What follows belongs to an exercise in optimizing a design on an open flow for small area, a short achievable clock period and few clock cycles per item; a production flow would make more cautious choices. Function was checked by simulation only, so behaviour that the tests miss may differ from the original.

## flow/design.v (module list and top-level ports; edited modules follow where they fit)
// module ntt_top: 1512 lines
// module ntt_fa: 4 lines
// module ntt_ha: 4 lines
// module ntt_a21o_1: 3 lines
// module ntt_a221o_1: 3 lines
// module ntt_a22o_1: 3 lines
// module ntt_a311oi_1: 3 lines
// module ntt_a31oi_1: 3 lines
// module ntt_a32o_1: 3 lines
// module ntt_a32oi_1: 3 lines
// module ntt_and2_1: 3 lines
// module ntt_and3_1: 3 lines
// module ntt_inv_1: 3 lines
// module ntt_mux2i_1: 3 lines
// module ntt_nand2_1: 3 lines
// module ntt_nand2b_1: 3 lines
// module ntt_nand3_1: 3 lines
// module ntt_nand3b_1: 3 lines
// module ntt_nand4_1: 3 lines
// module ntt_nor2_1: 3 lines
// module ntt_o211a_1: 3 lines
// module ntt_o21a_1: 3 lines
// module ntt_o21ai_0: 3 lines
// module ntt_o221a_1: 3 lines
// module ntt_o22a_1: 3 lines
// module ntt_o22ai_1: 3 lines
// module ntt_o32a_1: 3 lines
// module ntt_or3_1: 3 lines
// module ntt_xnor2_1: 3 lines
// module ntt_xor2_1: 3 lines
module ntt_top (
  input  wire        clk, rst, start,
  input  wire [15:0] din0, din1, din2, din3, din4, din5, din6, din7, din8, din9, din10, din11, din12, din13, din14, din15,
  output wire [15:0] dout0, dout1, dout2, dout3, dout4, dout5, dout6, dout7, dout8, dout9, dout10, dout11, dout12, dout13, dout14, dout15,
  output wire        done
);
  // ...
==> flow/flow/run.sh <==
#!/bin/bash
# The standard layout (standard.sh: the standard flow's synthesis and ORFS flow), with two
# placement options changed:
#  - port buffers are sky130_fd_sc_hd__buf_1 instead of the default pick;
#  - the constant-0 outputs share tie cells instead of one tie cell per port.
set -euo pipefail
bash standard.sh \
  "BUFFER_PORTS_ARGS=-buffer_cell sky130_fd_sc_hd__buf_1" \
  SKIP_REPAIR_TIE_FANOUT=1 \
  finish > standard_flow.log 2>&1
==> flow/standard.sh <==
#!/bin/bash
# synth_recipe.tcl (not shown) runs the flow's synth.tcl, then flattens the netlist and writes it again
# the make line also repeats each setting of config.mk as NAME=value (left out here)
make -C /OpenROAD-flow-scripts/flow DESIGN_CONFIG=/design/flow/config.mk WORK_HOME=/design/flow/orfs CLKGATE_MAP_FILE= SYNTH_SCRIPT=/design/flow/synth_recipe.tcl "${@:-finish}"
==> flow/config.mk <==
export PLATFORM = sky130hd
export DESIGN_NAME = ntt_top
export DESIGN_NICKNAME = ntt_top
export VERILOG_FILES = /design/flow/design.v
export SDC_FILE = /design/flow/constraint.sdc
export NUM_CORES = 8
export LEC_CHECK = 0
export CAP_MARGIN = 20
export CORE_MARGIN = 2
export CORE_UTILIZATION = 30
export SETUP_SLACK_MARGIN = 2.0
export SLEW_MARGIN = 20
export SYNTH_HIERARCHICAL = 1
export SYNTH_MINIMUM_KEEP_SIZE = 0
==> flow/constraint.sdc <==
create_clock -name core_clock -period 22.0 [get_ports {clk}]
set_input_delay 4.4000 -clock core_clock [delete_from_list [all_inputs] [get_ports {clk}]]
set_output_delay 4.4000 -clock core_clock [all_outputs]
set_load 0.01 [all_outputs]
==> run notes, run 1 <==
Yosys Warn Count: 9
Biggest cell delay along the critical path: 0.57 ns
N_diodes: 1
R2R Path Start: res[7][3]$_DFF_P_
Area Overhead vs Synth: 2.97%
Status: timing/DRC/antenna clean
Largest register FFs: 80
Met1 GRT Util: 17.7%
Hold_buf cts: 0
Slew Limit Fails: 0
Placed standard-cell area: 13300 um2
Reg with most FFs: res
Fin Setup TNS: 0 ns
Met2 track utilization from global routing: 26.0%
Yosys top cell by area: fa_1
Post-DP HPWL: 28.6 mm
Critical path startpoint category: primary input
Worst Hold Class: reg -> reg
Drt initial violations: 380
Clock buffer count: 9
Required time worst endpoint: 17.60 ns
Pre-CTS setup slack: 4.04 ns
XOR/XNOR Fraction of Synth Area: 0.330%
Multi-input combinational area share: 66.2%
Initial antenna violation count: 5
Vias in the first global route: 9182
Top layer in use: met5
Routed wire length: 31.4 mm
Root Driver: clkbuf_16
Finished Layout Cells: 1923
CTS H-tree depth: 3
Area occupied by multi-input gates: 9030 um2
Testbench counts, summed over its fixed seeds: cycles 2,400, items 2,400.
==> run 2: changes to the inputs <==
--- a/flow/config.mk
+++ b/flow/config.mk
@@ -8,6 +8,8 @@
 export CAP_MARGIN = 20
 export CORE_MARGIN = 2
 export CORE_UTILIZATION = 30
+export CTS_BUF_LIST = sky130_fd_sc_hd__clkbuf_8
+export PLACE_DENSITY = 0.8
 export SETUP_SLACK_MARGIN = 2.0
 export SLEW_MARGIN = 20
 export SYNTH_HIERARCHICAL = 1
==> run 2 against run 1 <==
Still clean on timing, DRC and antenna; critical path depth up 4; cell area down 0.75%; utilization down 0.23 points; worst setup slack worse by 0.092 ns; routed wire length up 2.9%; via count up 2.3%; die area unchanged; area after synthesis unchanged; global-route usage up 0.29 points; non-clock buffer count down 1; largest cell class unchanged.
==> run notes, run 2 <==
Grt ovf: 0 (unchanged)
Critical Path End Type: output pin (unchanged)
Count leader, synth: fa_1 (unchanged)
Final core occ: 30.8% (was 31.1%)
# clock sinks: 80 (unchanged)
Synthesized flop and latch total: 80 (unchanged)
CTS H-tree depth: 3 (unchanged)
Vias/cell: 4.20 (was 4.11)
FMAX: 55.5 MHz (was 55.8 MHz)
Final hold vios: 0 (unchanged)
First-pass GRT wire length: 52.0 mm (was 50.8 mm)
Std cell rows: 77 (unchanged)
I/O Pins: 516 (unchanged)
Port bufs: 163 (unchanged)
Setup Skew: 0 ns (unchanged)
Max Root-Sink Buffers: 2 (unchanged)
Min-Delay Endpoint: res[9][3]$_DFF_P_ (was res[10][4]$_DFF_P_)
Async set-reset flop share out of synthesis: 0% (unchanged)
Worst Hold Class: reg -> reg (unchanged)
EDFF count, synth: 0 (unchanged)
Share of cells above drive strength 1: 1.50% (was 1.65%)
Area occupied by multi-input gates: 9030 um2 (unchanged)
Compound-Gate Fraction of Synth Area: 4.33% (unchanged)
Top cells by count, synth: 352 x fa_1, 347 x inv_1, 176 x buf_4 (unchanged)
Reg with most FFs: res (unchanged)
Required time worst endpoint: 17.60 ns (about the same)
Area share of the largest cell type after synthesis: 53.1% (unchanged)
Wire per inst: 16.8 um (was 16.3 um)
Final ANT Viol Nets: 0 (unchanged)
Yosys cell types: 33 (unchanged)
Nets: 1963 (was 1964)
Detailed-route DRC error count: 0 (unchanged)
CP max stage cell: fa_1 (unchanged)
Worst R2R End: res[7][3]$_DFF_P_ (unchanged)
Fin Setup TNS: 0 ns (unchanged)
Post-DP HPWL: 29.7 mm (was 28.6 mm)
Syn_area_per_cell: 10.0 um2 (unchanged)
R2R cell count: 2 (unchanged)
All-Layer GR Usage: 14.9% (was 14.6%)
Hold_buf cts: 0 (unchanged)
Final setup fails: 0 (unchanged)
Most common cell after layout, fill and taps aside: fa_1 (unchanged)
Critical path startpoint category: primary input (unchanged)
Biggest cell delay along the critical path: 0.52 ns (was 0.57 ns)
CTS resizes: 0 (unchanged)
Number of fill cells: 4602 (was 4603)
Adder-Cell Fraction of Synth Area: 55.8% (unchanged)
Setup slack, reg-to-reg: 21.19 ns (was 21.21 ns)
Hold path depth: 2 (unchanged)
Area Overhead vs Synth: 2.20% (was 2.97%)
HP Start: res[9][3]$_DFF_P_ (was res[10][4]$_DFF_P_)
Tcrit/Tclk final: 81.9% (was 81.5%)
Largest net degree at the start of global routing: 177 (unchanged)
Unrepaired setup endpoints after global routing: no (unchanged)
Slew Limit Fails: 0 (unchanged)
Total of max-cap violations: 0 (unchanged)
R2R Path Start: res[7][3]$_DFF_P_ (unchanged)
Largest family of logic cells by synthesized area: adder cells (unchanged)
Root Driver: clkbuf_8 (was clkbuf_16)
Yosys top cell by area: fa_1 (unchanged)
DIE WIDTH: 214 um (unchanged)
Routed wire length: 32.3 mm (was 31.4 mm)
Largest register FFs: 80 (unchanged)
Slew headroom: 58.9% (was 64.2%)
Core area: 43900 um2 (unchanged)
Status: timing/DRC/antenna clean (unchanged)
Die area: 45900 um2 (unchanged)
Mapped Cells: 1324 (unchanged)
Top flop regs: res (80) (unchanged)
Drt initial violations: 323 (was 380)
Mapped Nets: 1963 (unchanged)
Worst-Margin Slew: 0.617 ns (was 0.537 ns)
CP Class: in -> out (unchanged)
Initial antenna violation count: 7 (was 5)
Starting Density: 30.2% (unchanged)
Commonest cells after routing, fill and taps aside: 352 x fa_1, 346 x inv_1, 162 x buf_1 (unchanged)
Die Y: 214 um (unchanged)
Setup bufs post-CTS: 0 (unchanged)
DR pass1 iterations: 4 (unchanged)
Num CTS Buffers: 9 (unchanged)
Post-synthesis mux area share: 0.0755% (unchanged)
XOR/XNOR Fraction of Synth Area: 0.330% (unchanged)
Worst Path Max Fanout: 3 (unchanged)
CTS clock-pin slew for the worst setup and hold paths: 0.09 ns (was 0.07 ns)
Yosys Warn Count: 9 (unchanged)
Vias in the first global route: 9357 (was 9182)
Top_reg_cell synth: dfxtp_1 (unchanged)
Synth Area in Simple Gates: 7.59% (unchanged)
FF/Latch Area: 1600 um2 (unchanged)
Tmin final: 18.03 ns (was 17.94 ns)
CP Data Arrival Time: 13.63 ns (was 13.54 ns)
Worst-skew pair later-pin latency: 0.38 ns (was 0.35 ns)
Synth area leaders: fa_1 53%, dfxtp_1 12%, buf_4 10% (unchanged)
Most frequent CP cell: fa_1 (unchanged)
Synthesized area: 13300 um2 (unchanged)
Final GP Congestion: 0.883 (was 0.865)
Via count: 8078 (was 7899)
CTS tree: yes (unchanged)
Post-synthesis sequential area ratio: 12.1% (unchanged)
## run 2: changes by cell type in the layout (fill, tap and decap cells not counted), sizes merged
cell and delta:
clkinvlp +1, clkbuf +1, clkinv -1, buf -2, diode +3
## run 2: cells by family after synthesis
kind of cell	count (synthesis)
and+or+nand+nor	246
other	1
buffers and inverters	523
muxes	1
adders and majority gates	380
DFF	80
xor gates and xnor gates	5
AOI/OAI and AO/OA	88
## run 2: worst max path at each step
stage	startpoint	endpoint	cells past startpoint
2_1_floorplan	din3[4]	dout11[2]	38
3_3_place_gp	din3[0]	dout11[2]	39
3_5_place_dp	din3[0]	dout11[2]	39
4_1_cts	din3[0]	dout11[2]	39
5_1_grt	din3[0]	dout11[2]	39
6_report	din3[0]	dout11[2]	39
## run 2: stage by stage
stage	instance area [um2]	instances	setup WS (ns)	hold WS, ns
6_report	13600	1925	3.97	0.445
5_1_grt	13500	1922	3.39	0.465
4_1_cts	13500	1921	3.91	0.450
3_5_place_dp	13300	1905	3.94	0.429
3_3_place_gp	13300	1905	4.17	0.422
2_1_floorplan	13300	1324	4.84	0.474
## run 2: Yosys stat by module, one instance, submodules excluded, excerpt
| module | flip-flops and latches | copies in the design | cell area (um2) | cells |
|---|---|---|---|---|
| ntt_a221o_1 | 0 | 1 | 10.0 | 1 |
| ntt_a32o_1 | 0 | 3 | 10.0 | 1 |
| ntt_and3_1 | 0 | 2 | 6.26 | 1 |
| ntt_ha | 0 | 11 | 12.5 | 1 |
| ntt_nand2b_1 | 0 | 3 | 6.26 | 1 |
| ntt_nand3_1 | 0 | 16 | 5.00 | 1 |
| ntt_nand3b_1 | 0 | 4 | 7.51 | 1 |
| ntt_nand4_1 | 0 | 2 | 6.26 | 1 |
| ntt_o211a_1 | 0 | 2 | 10.0 | 1 |
| ntt_o21a_1 | 0 | 5 | 7.51 | 1 |
| ntt_o221a_1 | 0 | 2 | 11.3 | 1 |
## run 2: cell type report
class | instances | area share (%)
antenna | 4 | 0.0739
clock buffer | 9 | 0.914
clock inverter | 7 | 0.812
inverter | 347 | 9.61
multi-input combinational | 721 | 66.7
sequential | 80 | 11.8
tap | 592 | 5.47
timing repair buffer | 165 | 4.63
## run 2: worst max-delay path: cells and delay by family
kind | cells | cell delay, ns
compound gates | 4 | 0.43
fa+ha+maj | 20 | 7.38
buf+inv | 10 | 0.88
simple gates | 5 | 0.55
## run 2: routing by layer
layer	vias to the layer above	GRT usage, %	wire length, um
li1	3669	-	-
met1	4162	18.0	13100
met5	-	0	36
met2	205	27.0	16500
met3	36	2.82	1810
met4	6	4.35	869
==> run 3: changes to the inputs <==
--- a/flow/config.mk
+++ b/flow/config.mk
@@ -7,7 +7,7 @@
 export LEC_CHECK = 0
 export CAP_MARGIN = 20
 export CORE_MARGIN = 2
-export CORE_UTILIZATION = 30
+export CORE_UTILIZATION = 50
 export CTS_BUF_LIST = sky130_fd_sc_hd__clkbuf_8
 export PLACE_DENSITY = 0.8
 export SETUP_SLACK_MARGIN = 2.0
==> run 3 against run 2 <==
Area after synthesis did not move; fmax is essentially flat; critical path type unchanged; cell count down 14%; still clean on timing, DRC and antenna; sequential cell count is the same; first-iteration DRC count up 17%; highest routed layer unchanged; largest cell class unchanged; critical endpoint unchanged.
==> run notes, run 3 <==
Critical path startpoint category: primary input (unchanged)
Syn_area_per_cell: 10.0 um2 (unchanged)
Area occupied by multi-input gates: 9030 um2 (unchanged)
Num CTS Buffers: 9 (unchanged)
Status: timing/DRC/antenna clean (unchanged)
Total of max-cap violations: 0 (unchanged)
Grt ovf: 0 (unchanged)
CP Class: in -> out (unchanged)
Worst Path Max Fanout: 3 (unchanged)
Number of fill cells: 2242 (was 4602)
Slew Limit Fails: 0 (unchanged)
Post-DP HPWL: 26.1 mm (was 29.7 mm)
Std cell rows: 59 (was 77)
Share of cells above drive strength 1: 1.50% (unchanged)
CP Data Arrival Time: 13.64 ns (was 13.63 ns)
Final setup fails: 0 (unchanged)
Commonest cells after routing, fill and taps aside: 352 x fa_1, 346 x inv_1, 162 x buf_1 (unchanged)
All-Layer GR Usage: 22.0% (was 14.9%)
Yosys Warn Count: 9 (unchanged)
Area Overhead vs Synth: -0.274% (was 2.20%)
Slew headroom: 56.3% (was 58.9%)
Synthesized flop and latch total: 80 (unchanged)
Top_reg_cell synth: dfxtp_1 (unchanged)
Core area: 26100 um2 (was 43900 um2)
First-pass GRT wire length: 47.2 mm (was 52.0 mm)
CP max stage cell: fa_1 (unchanged)
Most common cell after layout, fill and taps aside: fa_1 (unchanged)
Die Y: 167 um (was 214 um)
Synth area leaders: fa_1 53%, dfxtp_1 12%, buf_4 10% (unchanged)
Initial antenna violation count: 4 (was 7)
Port bufs: 163 (unchanged)
Finished Cell Area: 13200 um2 (was 13600 um2)
Final hold vios: 0 (unchanged)
CTS H-tree depth: 3 (unchanged)
Final ANT Viol Nets: 0 (unchanged)
Placed standard-cell area: 13000 um2 (was 13300 um2)
Worst Hold Class: reg -> reg (unchanged)
Vias in the first global route: 9549 (was 9357)
Nets: 1963 (unchanged)
Starting Density: 50.9% (was 30.2%)
Mapped Cells: 1324 (unchanged)
Synthesized area: 13300 um2 (unchanged)
CTS clock-pin slew for the worst setup and hold paths: 0.09 ns (about the same)
Tmin final: 18.04 ns (was 18.03 ns)
Worst-Margin Slew: 0.656 ns (was 0.617 ns)
I/O Pins: 516 (unchanged)
Yosys cell types: 33 (unchanged)
Critical Path End Type: output pin (unchanged)
Fin Setup TNS: 0 ns (unchanged)
Max Root-Sink Buffers: 2 (unchanged)
CTS resizes: 0 (unchanged)
Worst-skew pair later-pin latency: 0.39 ns (was 0.38 ns)
Count leader, synth: fa_1 (unchanged)
DIE WIDTH: 167 um (was 214 um)
Root Driver: clkbuf_8 (unchanged)
Area share of the largest cell type after synthesis: 53.1% (unchanged)
Setup bufs post-CTS: 0 (unchanged)
DR pass1 iterations: 5 (was 4)
Detailed-route DRC error count: 0 (unchanged)
Hold_buf cts: 0 (unchanged)
Largest net degree at the start of global routing: 177 (unchanged)
Most frequent CP cell: fa_1 (unchanged)
Reg with most FFs: res (unchanged)
Via count: 8269 (was 8078)
Final GP Congestion: 0.907 (was 0.883)
Tcrit/Tclk final: 82.0% (was 81.9%)
EDFF count, synth: 0 (unchanged)
Setup Skew: 0 ns (unchanged)
Async set-reset flop share out of synthesis: 0% (unchanged)
Yosys top cell by area: fa_1 (unchanged)
Finished Layout Cells: 1665 (was 1925)
Routed wire length: 28.9 mm (was 32.3 mm)
Die area: 27800 um2 (was 45900 um2)
Final core occ: 50.7% (was 30.8%)
Unrepaired setup endpoints after global routing: no (unchanged)
DP Cell Count: 1648 (was 1905)
Mapped Nets: 1963 (unchanged)
Post-synthesis sequential area ratio: 12.1% (unchanged)
Required time worst endpoint: 17.60 ns (about the same)
Biggest cell delay along the critical path: 0.51 ns (was 0.52 ns)
FF/Latch Area: 1600 um2 (unchanged)
# clock sinks: 80 (unchanged)
Top cells by count, synth: 352 x fa_1, 347 x inv_1, 176 x buf_4 (unchanged)
Vias/cell: 4.97 (was 4.20)
Drt initial violations: 379 (was 323)
Wire per inst: 17.3 um (was 16.8 um)
Top flop regs: res (80) (unchanged)
FMAX: 55.4 MHz (was 55.5 MHz)
CTS tree: yes (unchanged)
Largest register FFs: 80 (unchanged)
-- run 3: cell counts after synthesis --
Identical to the previous run, type by type.
-- run 3: per-layer routing --
| layer | GRT usage (%) | vias to the layer above | share of wire [%] |
|---|---|---|---|
| met2 | 39.2 | 265 | 52 |
| li1 | - | 3662 | - |
| met1 | 26.4 | 4270 | 39 |
| met3 | 4.02 | 66 | 5.3 |
| met5 | 0 | - | 0.14 |
| met4 | 8.66 | 6 | 3.8 |
-- run 3: cells by family (layout without fill, tap and decap cells) --
group	count (synthesis)	after routing	share of synthesized area, %
compound gates	88	88	4.33
buf+inv	523	528	19.8
simple gates	246	246	7.59
xor+xnor	5	5	0.330
other cells	1	2	0.0283
fa+ha+maj	380	380	55.8
mux	1	1	0.0755
flops	80	80	12.1
-- run 3: cell type report --
cell class | instances | area share, %
Tap cell | 335 | 3.17
Sequential cell | 80 | 12.1
Inverter | 347 | 9.85
Clock inverter | 6 | 0.738
Multi-Input combinational cell | 721 | 68.3
Clock buffer | 10 | 1.04
Antenna cell | 1 | 0.0189
Timing Repair Buffer | 165 | 4.75
-- run 3: worst max-delay path: cells and delay by family --
kind / cells / cell delay [ns]
AO/OA/AOI/OAI: 4 / 0.44
adder cells (fa/ha/maj): 20 / 7.40
AND/OR/NAND/NOR: 5 / 0.57
buffers and inverters: 10 / 0.82
-- run 3: Yosys stat by module (local to each module, per instance), excerpt --
module / copies in the design / flops+latches
ntt_a221o_1: 1 / 0
ntt_nand3_1: 16 / 0
ntt_nand4_1: 2 / 0
ntt_o211a_1: 2 / 0
ntt_o21a_1: 5 / 0
ntt_o22a_1: 3 / 0
ntt_top: 1 / 80
ntt_xor2_1: 3 / 0
-- run 3: final timing paths --
kind                                   startpoint                end  slack [ns]  cells after the start
worst min-delay path            res[0][2]$_DFF_P_  res[0][2]$_DFF_P_        0.45                      2
worst min register to register  res[0][2]$_DFF_P_  res[0][2]$_DFF_P_        0.45                      2
worst max-delay path                      din3[0]          dout11[2]        3.96                     39
worst max register to register  res[7][3]$_DFF_P_  res[7][3]$_DFF_P_       21.20                      2
-- run 3: stage by stage --
step           hold slack (ns)  setup slack (ns)
2_1_floorplan            0.474              4.84
3_3_place_gp             0.417              4.13
3_5_place_dp             0.425              4.00
4_1_cts                  0.445              3.97
5_1_grt                  0.465              3.47
6_report                 0.446              3.96
==> run 4: changes to the inputs <==
--- a/flow/config.mk
+++ b/flow/config.mk
@@ -7,9 +7,8 @@
 export LEC_CHECK = 0
 export CAP_MARGIN = 20
 export CORE_MARGIN = 2
-export CORE_UTILIZATION = 50
+export CORE_UTILIZATION = 30
 export CTS_BUF_LIST = sky130_fd_sc_hd__clkbuf_8
-export PLACE_DENSITY = 0.8
 export SETUP_SLACK_MARGIN = 2.0
 export SLEW_MARGIN = 20
 export SYNTH_HIERARCHICAL = 1
==> run 4 against run 3 <==
Routed wire length is 8.4% higher; critical path type unchanged; sequential share of layout area fell by 0.29 points; sequential cell count unchanged; fmax rose by 0.64%; die area up 65%; synthesized cell count did not move; largest cell class unchanged; critical path depth stayed put; count of clock-buffer cells in the layout fell by 1; first-iteration DRC count down 5.8%; still clean.
==> run notes, run 4 <==
Core area: 43900 um2 (was 26100 um2)
Largest register FFs: 80 (unchanged)
Top cells by count, synth: 352 x fa_1, 347 x inv_1, 176 x buf_4 (unchanged)
Final hold vios: 0 (unchanged)
Routed wire length: 31.3 mm (was 28.9 mm)
Mapped Cells: 1324 (unchanged)
Setup bufs post-CTS: 0 (unchanged)
Die Y: 214 um (was 167 um)
All-Layer GR Usage: 14.6% (was 22.0%)
Detailed-route DRC error count: 0 (unchanged)
Commonest cells after routing, fill and taps aside: 352 x fa_1, 346 x inv_1, 162 x buf_1 (unchanged)
Area share of the largest cell type after synthesis: 53.1% (unchanged)
Post-synthesis sequential area ratio: 12.1% (unchanged)
Drt initial violations: 357 (was 379)
First-pass GRT wire length: 50.8 mm (was 47.2 mm)
FMAX: 55.8 MHz (was 55.4 MHz)
Mapped Nets: 1963 (unchanged)
Most common cell after layout, fill and taps aside: fa_1 (unchanged)
CP Data Arrival Time: 13.53 ns (was 13.64 ns)
Total of max-cap violations: 0 (unchanged)
Worst-skew pair later-pin latency: 0.37 ns (was 0.39 ns)
Count leader, synth: fa_1 (unchanged)
Share of cells above drive strength 1: 1.65% (was 1.50%)
Worst-Margin Slew: 0.531 ns (was 0.656 ns)
Biggest cell delay along the critical path: 0.50 ns (was 0.51 ns)
Top_reg_cell synth: dfxtp_1 (unchanged)
CP Class: in -> out (unchanged)
Final ANT Viol Nets: 0 (unchanged)
Finished Cell Area: 13600 um2 (was 13200 um2)
Yosys cell types: 33 (unchanged)
Via count: 7902 (was 8269)
DP Cell Count: 1906 (was 1648)
Area Overhead vs Synth: 2.21% (was -0.274%)
Final GP Congestion: 0.865 (was 0.907)
CTS tree: yes (unchanged)
Vias/cell: 4.11 (was 4.97)
Std cell rows: 77 (was 59)
Syn_area_per_cell: 10.0 um2 (unchanged)
CTS clock-pin slew for the worst setup and hold paths: 0.09 ns (about the same)
Status: timing/DRC/antenna clean (unchanged)
DIE WIDTH: 214 um (was 167 um)
CTS resizes: 0 (unchanged)
Wire per inst: 16.3 um (was 17.3 um)
Yosys Warn Count: 9 (unchanged)
Top flop regs: res (80) (unchanged)
Unrepaired setup endpoints after global routing: no (unchanged)
I/O Pins: 516 (unchanged)
Tmin final: 17.93 ns (was 18.04 ns)
Placed standard-cell area: 13300 um2 (was 13000 um2)
Initial antenna violation count: 5 (was 4)
Starting Density: 30.2% (was 50.9%)
Hold slack: 0.444 ns (was 0.446 ns)
Root Driver: clkbuf_8 (unchanged)
Port bufs: 163 (unchanged)
Required time worst endpoint: 17.60 ns (about the same)
Synthesized flop and latch total: 80 (unchanged)
Hold_buf cts: 0 (unchanged)
Most frequent CP cell: fa_1 (unchanged)
Final setup fails: 0 (unchanged)
Area occupied by multi-input gates: 9030 um2 (unchanged)
# clock sinks: 80 (unchanged)
Tcrit/Tclk final: 81.5% (was 82.0%)
Die area: 45900 um2 (was 27800 um2)
Setup Skew: 0 ns (unchanged)
Num CTS Buffers: 9 (unchanged)
CP max stage cell: fa_1 (unchanged)
Synthesized area: 13300 um2 (unchanged)
Slew headroom: 64.6% (was 56.3%)
Critical path startpoint category: primary input (unchanged)
EDFF count, synth: 0 (unchanged)
Largest net degree at the start of global routing: 177 (unchanged)
Async set-reset flop share out of synthesis: 0% (unchanged)
Nets: 1964 (was 1963)
Reg with most FFs: res (unchanged)
Number of fill cells: 4610 (was 2242)
Worst Hold Class: reg -> reg (unchanged)
FF/Latch Area: 1600 um2 (unchanged)
Vias in the first global route: 9168 (was 9549)
CTS H-tree depth: 3 (unchanged)
Synth area leaders: fa_1 53%, dfxtp_1 12%, buf_4 10% (unchanged)
Max Root-Sink Buffers: 2 (unchanged)
Post-DP HPWL: 28.6 mm (was 26.1 mm)
Worst Path Max Fanout: 3 (unchanged)
Grt ovf: 0 (unchanged)
Finished Layout Cells: 1923 (was 1665)
Slew Limit Fails: 0 (unchanged)
Critical Path End Type: output pin (unchanged)
DR pass1 iterations: 4 (was 5)
Yosys top cell by area: fa_1 (unchanged)
Fin Setup TNS: 0 ns (unchanged)
run 4: layout make-up:
class	instances	share of cell area, %
Multi-Input combinational cell	721	66.7
Sequential cell	80	11.8
Inverter	347	9.61
Tap cell	592	5.47
Timing Repair Buffer	166	4.69
Clock buffer	9	0.914
Clock inverter	7	0.822
Antenna cell	1	0.0185
run 4: critical path, delay by kind of cell:
kind                     cells  cell delay [ns]
buffers and inverters       10             0.82
AND/OR/NAND/NOR              5             0.53
AO/OA/AOI/OAI                4             0.40
adder cells (fa/ha/maj)     20             7.35
run 4: through the flow:
step	setup WS (ns)	utilization (%)
2_1_floorplan	4.84	-
3_3_place_gp	4.13	30.3
3_5_place_dp	4.04	30.3
4_1_cts	4.04	30.8
5_1_grt	3.55	30.8
6_report	4.07	30.8
run 4: Yosys stat by module (local to each module, per instance), excerpt:
module	times used	flip-flops and latches	area, um2
ntt_a32o_1	3	0	10.0
ntt_nand3b_1	4	0	7.51
ntt_a21o_1	1	0	7.51
ntt_ha	11	0	12.5
ntt_nand3_1	16	0	5.00
ntt_o21ai_0	42	0	5.00
ntt_top	1	80	4350
ntt_nand4_1	2	0	6.26
ntt_xor2_1	3	0	8.76
ntt_xnor2_1	2	0	8.76
run 4: cells by family (layout without fill, tap and decap cells):
family,after synthesis,after routing,synth area share (%)
other,1,2,0.0283
DFF,80,80,12.1
AOI/OAI and AO/OA,88,88,4.33
and+or+nand+nor,246,246,7.59
adders and majority gates,380,380,55.8
xor gates and xnor gates,5,5,0.330
buffers and inverters,523,529,19.8
muxes,1,1,0.0755
run 4: final timing paths:
path                              to               start  depth (start not counted)  slack, ns
setup / recovery           dout11[2]             din3[0]                         39       4.07
hold / removal    res[10][4]$_DFF_P_  res[10][4]$_DFF_P_                          2       0.44
setup reg to reg   res[7][3]$_DFF_P_   res[7][3]$_DFF_P_                          2      21.21
hold reg to reg   res[10][4]$_DFF_P_  res[10][4]$_DFF_P_                          2       0.44
run 4: layer usage:
layer / routed length, um / vias up / global-route usage, %
li1: - / 3666 / -
met1: 12800 / 4008 / 17.7
met2: 15500 / 187 / 25.9
met3: 2080 / 33 / 3.29
met4: 847 / 8 / 4.33
met5: 49 / - / 0

re-timing with driven ports:
The results above use ideal ports. As a check the final layouts listed here were re-extracted and re-timed, cells and wires unchanged.
Step 1, drivers: a clkbuf_16 drives clk and a buf_2 each remaining input, both assumed.
Step 2 adds t to the input delays and takes it off the output delays; t is the mean of the earliest and latest rising clock arrival at the registers after step 1. Input paths then give back, and output paths get back, about the clock's delay inside the block.
Slacks: ideal ports / drivers / drivers and shift; pairs: ideal ports / drivers.
| run | t (ns) | setup slack, ns | latest minus earliest clock arrival (ns) | worst slew at a driven data input, ns | pins driven straight from the clock port |
|---|---|---|---|---|---|
| run 1 | 0.404 | 4.064 / 4.041 / 4.041 | 0.016 / 0.017 | 0.09 | 1 |
| run 2 | 0.427 | 3.972 / 3.951 / 3.951 | 0.018 / 0.018 | 0.09 | 1 |
| run 3 | 0.430 | 3.960 / 3.939 / 3.939 | 0.017 / 0.018 | 0.09 | 1 |
| run 4 | 0.431 | 4.074 / 4.052 / 4.052 | 0.028 / 0.028 | 0.09 | 1 |
After both steps setup and hold are still met in every run listed. The setup slack of run 1, which loses most, moves by -0.023 ns with the drivers and by -0.023 ns with both steps.
